From an optimization exercise on the open Yosys and OpenROAD flow, aimed at small area; shortcuts taken in it are not production practice. Function was checked by simulation only, so behaviour that the tests miss may differ from the original. No activity file was given, so power comes from the tool's default toggle rates.

==> flow/design.v (excerpt) <==
module PILLOUT(clk,
					rst,
					filas,
					columnas,
					RX,
					TX,
					Servo1,
					Servo2,
					Bocina,
					HEX0,
					dis,
					LCD_RW, 
					LCD_EN, 
					LCD_RS, 
					LCD_DATA);
Size in the first run: ~2,600 cells after synthesis, roughly 400 flip-flops, ~34 I/O pins, roughly 0.025 mm² of cells after synthesis.
make LEC_CHECK=0 CAP_MARGIN=20 CORE_MARGIN=2 CORE_UTILIZATION=60 CTS_BUF_LIST=sky130_fd_sc_hd__clkbuf_16 CTS_CLUSTER_DIAMETER=100 CTS_CLUSTER_SIZE=20 SLEW_MARGIN=20 finish   # period 10.0 ns
run.sh (not shown) runs the stock make flow with config.mk's settings and CLKGATE_MAP_FILE= SYNTH_SCRIPT=/design/flow/synth_recipe.tcl, a recipe that flattens the netlist after the stock synthesis.
The first run finished clean.
==> next run, changes <==
--- a/flow/design.v
+++ b/flow/design.v
@@ -122,49 +122,45 @@
 			if(espacio < 6'd32) begin pend_v = 1'b1; pbit_v = RX; end
 			e_v = espacio + 6'd1;
 			if(e_v == 6'd33) begin
 				e_v = 6'd0;
 				s_v = 1'b0;
 				l_v = 1'b0;
 				done_v = 1'b1;
 			end
 		end
 	end
 	if(en) pend_v = 1'b0;
 end
-wire [4:0] widx = 5'd31 - (espacio[4:0] - 5'd1);
-wire tag_d = pbit & ~rst;
-integer i;
-always @(posedge clk)
-	for (i = 0; i < 32; i = i + 1)
-		if(rst || (en && pend && widx == i)) tag[i] <= tag_d;
 always@(posedge clk)begin
 	if(rst) begin
+		tag <= 32'd0;
 		contador <= 5'd0;
 		delayTX <= 5'd0;
 		espacio <= 6'd0;
 		lector <= 1'b0;
 		empezar <= 1'b0;
 		done <= 1'b0;
 		pend <= 1'b0;
 		pbit <= 1'b0;
 	end else begin
 		contador <= c_v;
 		delayTX <= d_v;
 		espacio <= e_v;
 		lector <= l_v;
 		empezar <= s_v;
 		done <= done_v;
 		pend <= pend_v;
 		pbit <= pbit_v;
+		if(en && pend) tag[5'd31 - (espacio[4:0] - 5'd1)] <= pbit;
 	end
 end
 endmodule
 module PWM(clk, rst, cnt, servo1, servo2, med);
 input clk;
 input rst;
 input [2:0] cnt;
 input [3:0]med;
 output reg servo1;
 output servo2;
 reg [10:0] hi;
 assign servo2 = 1'b0;
@@ -1317,25 +1313,25 @@
 end
 end
 wire chg_now;
 reg [128:0] upd_en, upd_val;
 integer k;
 always @(*) begin
 	upd_en  = 129'd0;
 	upd_val = 129'd0;
 	upd_en[0]  = 1'b1;
 	upd_val[0] = info[0];
 	for (k = 0; k < 24; k = k + 1) begin
 		upd_en[4*k+1 +: 4]  = {4{we[k] | clr | rstd}};
-		upd_val[4*k+1 +: 4] = (clr | rstd) ? 4'd0 : num_i[3:0];    
+		upd_val[4*k+1 +: 4] = (we[k] & ~rstd) ? num_i[3:0] : 4'd0;
 	end
 end
 wire [116:0] rec_en = pack(upd_en), rec_val = pack(upd_val);    
 integer j;
 always @(posedge clk)
 	if(clk_10k)
 		for (j = 0; j < 85; j = j + 1)
 			if(rec_en[j]) rec_s[j] <= rec_val[j];
 wire [4:0] fk = (state_s == 3'd2 ? 5'd12 : 5'd0) + (posi_s == 2'd2 ? 5'd6 : 5'd0) + {2'b00, posiH_s};
 reg [3:0] old_dig;
 always @(*) begin
 	case(fk)
What happened: The new run finished clean; critical path depth goes down by 3; final area goes up by 3.1%; cell count goes up by 5.5%; maximum frequency goes up by 12%; routed wire length goes up by 6.7%; sequential power goes down by about 2%; register-to-register slack is better by 0.64 ns; power goes down by 2.1%; global-route usage goes up by 0.90 points; setup slack is better by 0.64 ns; utilization stays flat; combinational power goes down by 9.4%.

--- another note on this design; it stands on its own ---

## PILLOUT
module PILLOUT(clk,
					rst,
					filas,
					columnas,
					RX,
					TX,
					Servo1,
					Servo2,
					Bocina,
					HEX0,
					dis,
					LCD_RW, 
					LCD_EN, 
					LCD_RS, 
					LCD_DATA);
For scale: about 27,000 µm² of cells after synthesis.
Settings: LEC_CHECK=0, CAP_MARGIN=20, CORE_MARGIN=2, CORE_UTILIZATION=45, CTS_BUF_LIST=sky130_fd_sc_hd__clkbuf_16, CTS_CLUSTER_DIAMETER=100, CTS_CLUSTER_SIZE=20, SLEW_MARGIN=20; clock period 10.0 ns.
run.sh (not shown) runs the stock make flow with config.mk's settings and CLKGATE_MAP_FILE= SYNTH_SCRIPT=/design/flow/synth_recipe.tcl, a recipe that flattens the netlist after the stock synthesis.
Rerun with:
- CORE_UTILIZATION: 45 -> 60
Effect:
- final cell count came out lower by a few percent
- setup slack improves by 54 ps
- clock-buffer cell count came out lower by 2
- cell area came out lower slightly
- die area came out lower by a quarter to a third

---

PILLOUT, a different RTL version from the one above (not shown whole).
Size in the first run: about 3700 cells after synthesis, about 440 flip-flops, about 30000 um2 of cells after synthesis.
clock: 10.0 ns
lec_check: 0
cap_margin: 20
core_margin: 2
core_utilization: 45
cts_buf_list: sky130_fd_sc_hd__clkbuf_2 sky130_fd_sc_hd__clkbuf_4
slew_margin: 20
Rerun with:
CTS_BUF_LIST = default   (was sky130_fd_sc_hd__clkbuf_2 sky130_fd_sc_hd__clkbuf_4)
Result: Synthesized area is unchanged; synthesized cell count is unchanged; hold slack stays flat.

---

## main
PILLOUT, a different RTL version from the one above (not shown whole).
For scale: ~2,500 cells after synthesis, roughly 400 flip-flops, about 34 I/O pins.
==> flow/config.mk <==
export PLATFORM = sky130hd
export DESIGN_NAME = PILLOUT
export DESIGN_NICKNAME = PILLOUT
export VERILOG_FILES = /design/flow/design.v
export SDC_FILE = /design/flow/constraint.sdc
export NUM_CORES = 4
export LEC_CHECK = 0
export CAP_MARGIN = 20
export CORE_MARGIN = 2
export CORE_UTILIZATION = 60
export CTS_BUF_LIST = sky130_fd_sc_hd__clkbuf_16
export CTS_CLUSTER_DIAMETER = 100
export CTS_CLUSTER_SIZE = 25
export SLEW_MARGIN = 20
==> flow/constraint.sdc <==
create_clock -name core_clock -period 10.0 [get_ports {clk}]
set_input_delay 2.0000 -clock core_clock [delete_from_list [all_inputs] [get_ports {clk}]]
set_output_delay 2.0000 -clock core_clock [all_outputs]
set_load 0.01 [all_outputs]
[inputs] the feature branch vs main
--- a/flow/config.mk
+++ b/flow/config.mk
@@ -11,4 +11,4 @@
 export CTS_BUF_LIST = sky130_fd_sc_hd__clkbuf_16
 export CTS_CLUSTER_DIAMETER = 100
-export CTS_CLUSTER_SIZE = 25
+export CTS_CLUSTER_SIZE = 20
 export SLEW_MARGIN = 20
Results
- The feature branch reports a higher total power than main does.
- As far as register-to-register slack is concerned, main and the feature branch perform about the same.
- The feature branch vs main — share of power burned in the clock network rose 1.9 points.
- Re critical path depth: no difference whatsoever between main and the feature branch.
- ~same global-route usage in the feature branch and main
- The feature branch vs. main: routed wire length shows no meaningful change; fmax closely matched the old numbers; hold slack lower; total non-filler cell area in the finished layout picked up an extra 0.44%; wire length of the first global-routing pass essentially unchanged.

## re-timing with driven ports
The flow's constraints put no driver on any port. The routed layouts listed below were extracted and timed again, unchanged, in two steps.
Step 1 (the two cells are an assumption about what drives the block):
set clk [get_ports {clk}]
set_driving_cell -lib_cell sky130_fd_sc_hd__clkbuf_16 $clk
set_driving_cell -lib_cell sky130_fd_sc_hd__buf_2 [delete_from_list [all_inputs] $clk]
Step 2 also shifts input and output timing later by t, the mid clock arrival at the registers, as if the neighbouring blocks saw the same clock.
Three values: no drivers, after step 1, after step 2; two values: the first two.
| run | shift t [ns] | setup WS [ns] | worst register clock-pin slew, ns | worst data-port slew with drivers (ns) |
|---|---|---|---|---|
| the first run of note 1 | 0.618 | 4.076 / 4.076 / 4.076 | 0.10 / 0.10 | 0.03 |
| the second run of note 1 | 0.617 | 4.718 / 4.718 / 4.718 | 0.10 / 0.10 | 0.06 |
| the first run of note 2 | 0.663 | 3.989 / 3.989 / 3.989 | 0.10 / 0.10 | 0.03 |
| the second run of note 2 | 0.639 | 4.042 / 4.042 / 4.042 | 0.10 / 0.10 | 0.04 |
| the first run of note 3 | 1.020 | 4.062 / 4.062 / 4.062 | 0.09 / 0.09 | 0.04 |
| the second run of note 3 | 0.706 | 4.044 / 4.044 / 4.044 | 0.07 / 0.07 | 0.04 |
| main | 0.604 | 3.780 / 3.780 / 3.780 | 0.11 / 0.11 | 0.03 |
| the feature branch | 0.633 | 3.779 / 3.779 / 3.779 | 0.10 / 0.10 | 0.03 |
After both steps setup and hold are still met in every run listed.
